Background: an optimization exercise with open tools, aiming at small area. Do not read the settings as production practice. Function was checked by simulation only, so behaviour that the tests miss may differ from the original.

== run A ==
## cpu_top
module cpu_top(
	input wire			clk,
	input wire			reset,
	input wire	[31:0]	if_bus_rd_data,
	input wire					if_bus_rdy_,
	input wire					if_bus_grnt_,
	output wire					if_bus_as_,
	output wire					if_bus_req_,
	output wire	[29:0]	if_bus_addr,
	output wire					if_bus_rw,
	output wire	[31:0]	if_bus_wr_data,
	input wire	[31:0]	mem_bus_rd_data,
	input wire					mem_bus_rdy_,
	input wire					mem_bus_grnt_,
	output wire					mem_bus_as_,
	output wire					mem_bus_req_,
	output wire	[29:0]	mem_bus_addr,
	output wire					mem_bus_rw,
	output wire	[31:0]	mem_bus_wr_data,
	input wire	[31:0]	if_spm_rd_data,
	output wire					if_spm_as_,
	output wire	[29:0]	if_spm_addr,
	output wire	[31:0]	if_spm_wr_data,
	output wire					if_spm_rw,
	input wire	[31:0]	mem_spm_rd_data,
	output wire					mem_spm_as_,
	output wire	[29:0]	mem_spm_addr,
	output wire	[31:0]	mem_spm_wr_data,
	output wire					mem_spm_rw,
	input wire	[7:0]	irq
);
	localparam [1:0] ST_IDLE = 2'd0, ST_REQ = 2'd1, ST_ACC = 2'd2, ST_STALL = 2'd3;
	localparam [2:0] SEL_PASS = 3'd0, SEL_AND = 3'd1, SEL_OR = 3'd2, SEL_XOR = 3'd3,
	                 SEL_ADD = 3'd4, SEL_SHR = 3'd5, SEL_SHL = 3'd6;
	integer i;
	reg	[29:0]	if_pc;
	reg	[31:0]	if_insn;
	reg			if_en;
	reg	[1:0]	ib_st;
	reg			ib_as_;
	reg	[1:0]	mb_st;
	reg			mb_as_;
	reg	[31:0]	rd_buf;
	reg	[29:0]	id_pc;
	reg			id_pcz;		 
	reg			id_en, id_we;
	reg	[4:0]	id_dst;
	reg	[2:0]	id_sel;
	reg			id_sub, id_sgn;
	reg	[31:0]	id_a, id_b;
	reg	[15:0]	id_imm;
	reg			id_immhi, id_useimm;
	reg			id_br_flag, id_ld, id_st;
	reg	[1:0]	id_ctrl_op;
	reg	[2:0]	id_exp;
	reg	[29:0]	ex_pc;
	reg			ex_en, ex_live, ex_br_flag, ex_ld, ex_st, ex_we;
	reg	[31:0]	ex_wd, ex_out;
	reg	[1:0]	ex_ctrl_op;
	reg	[4:0]	ex_dst;
	reg	[2:0]	ex_exp;
	reg	[29:0]	mem_pc;
	reg			mem_en, mem_br_flag, mem_we;
	reg	[1:0]	mem_ctrl_op;
	reg	[4:0]	mem_dst;
	reg	[2:0]	mem_exp;
  ...
Size: roughly 5700 cells after synthesis, ~1600 flip-flops, ~0.075 mm2 of cells after synthesis.
clock: 10.0 ns
lec_check: 0
cap_margin: 20
core_margin: 2
core_utilization: 60
place_density: 0.7
slew_margin: 20
standard.sh (not shown) runs the stock make flow with config.mk's settings and CLKGATE_MAP_FILE= SYNTH_SCRIPT=/design/flow/synth_recipe.tcl, a recipe that flattens the netlist after the stock synthesis.
==> flow/flow/run.sh <==
#!/bin/bash
# Own layout flow: the standard ORFS flow (same make targets, config and
# synthesis script) with these changes:
#  - ABC maps combinational logic with an area-oriented script (flow/abc_area.script);
#    flip-flop mapping and register names are those of the standard synthesis;
#  - the one-hot register-file read slices (module rf_aoi) are kept as modules
#    through ABC, then flattened by synth_recipe.tcl as usual;
#  - ports are buffered with the smallest buffer (every port still gets one);
#  - clock tree: clkbuf_4 only, sinks clustered 8 at a time within 40 um, no dummy loads.
set -euo pipefail
HERE=$PWD
sed "s#^\( *\)log_cmd abc {\*}\$abc_args#\1set abc_args [lreplace \$abc_args 1 1 $HERE/flow/abc_area.script]\n\1log_cmd abc {*}\$abc_args#" \
  $FLOW_HOME/scripts/synth.tcl > $HERE/flow_synth_core.tcl
grep -q "flow/abc_area.script" $HERE/flow_synth_core.tcl
sed "s#source \$::env(SCRIPTS_DIR)/synth.tcl#source $HERE/flow_synth_core.tcl#" $HERE/synth_recipe.tcl > $HERE/flow_synth.tcl
grep -q flow_synth_core $HERE/flow_synth.tcl
export SYNTH_KEEP_MODULES="rf_aoi"
export BUFFER_PORTS_ARGS="-buffer_cell sky130_fd_sc_hd__buf_1"
export CTS_ARGS="-sink_clustering_enable -repair_clock_nets -dont_use_dummy_load -buf_list sky130_fd_sc_hd__clkbuf_4 -sink_clustering_size 8 -sink_clustering_max_diameter 40"
make -C $FLOW_HOME DESIGN_CONFIG=$FLOW_CONFIG WORK_HOME=$HERE/orfs CLKGATE_MAP_FILE= \
  SYNTH_SCRIPT=$HERE/flow_synth.tcl finish > $HERE/make.log 2>&1
: # left out here: write the final layout as DEF
==> flow/flow/abc_area.script <==
strash
dch -f
map -a
&get -n
&st
&syn2
&dch -f
&nf -a
&st
&syn2
&dch -f
&nf -a
&put
topo
stime -c
Relative to run A, the following input files were edited for run B:
diff --git a/flow/flow/run.sh b/flow/flow/run.sh
--- a/flow/flow/run.sh
+++ b/flow/flow/run.sh
@@ -8,3 +8,3 @@
 #  - ports are buffered with the smallest buffer (every port still gets one);
-#  - clock tree: clkbuf_4 only, sinks clustered 8 at a time within 40 um, no dummy loads.
+#  - clock tree: clkbuf_8 only, sinks clustered 12 at a time, no dummy loads.
 set -euo pipefail
@@ -18,3 +18,3 @@
 export BUFFER_PORTS_ARGS="-buffer_cell sky130_fd_sc_hd__buf_1"
-export CTS_ARGS="-sink_clustering_enable -repair_clock_nets -dont_use_dummy_load -buf_list sky130_fd_sc_hd__clkbuf_4 -sink_clustering_size 8 -sink_clustering_max_diameter 40"
+export CTS_ARGS="-sink_clustering_enable -repair_clock_nets -dont_use_dummy_load -buf_list sky130_fd_sc_hd__clkbuf_8 -sink_clustering_size 12 -sink_clustering_max_diameter 60"
 make -C $FLOW_HOME DESIGN_CONFIG=$FLOW_CONFIG WORK_HOME=$HERE/orfs CLKGATE_MAP_FILE= \
## What came out
- Of run B and run A, the run reporting the higher area overhead of the layout relative to synthesis was run B.
- Between run A and run B, the via count does not differ in any meaningful way.
- When run B is measured against run A, its fraction of the cycle the final worst path needs turns out 7.0 points higher.

-- static timing again, ports no longer ideal --
No port has a modelled driver above. Below, the same layouts with a new extraction and two added sets of constraints.
Step 1 assumes that a clkbuf_16 drives the clock port and a buf_2 every other input.
Step 2 also shifts input and output timing later by t, the mid clock arrival at the registers, as if the neighbouring blocks saw the same clock.
Slacks: ideal ports / drivers / drivers and shift; pairs: ideal ports / drivers.
run	t, ns	setup WS [ns]	worst slew at a driven data input, ns	cell pins on the clock port's net
run A	1.355	1.119 / 1.119 / 1.119	0.14	1
run B	1.003	0.422 / 0.422 / 0.422	0.13	1
After both steps every run listed still meets setup and hold.
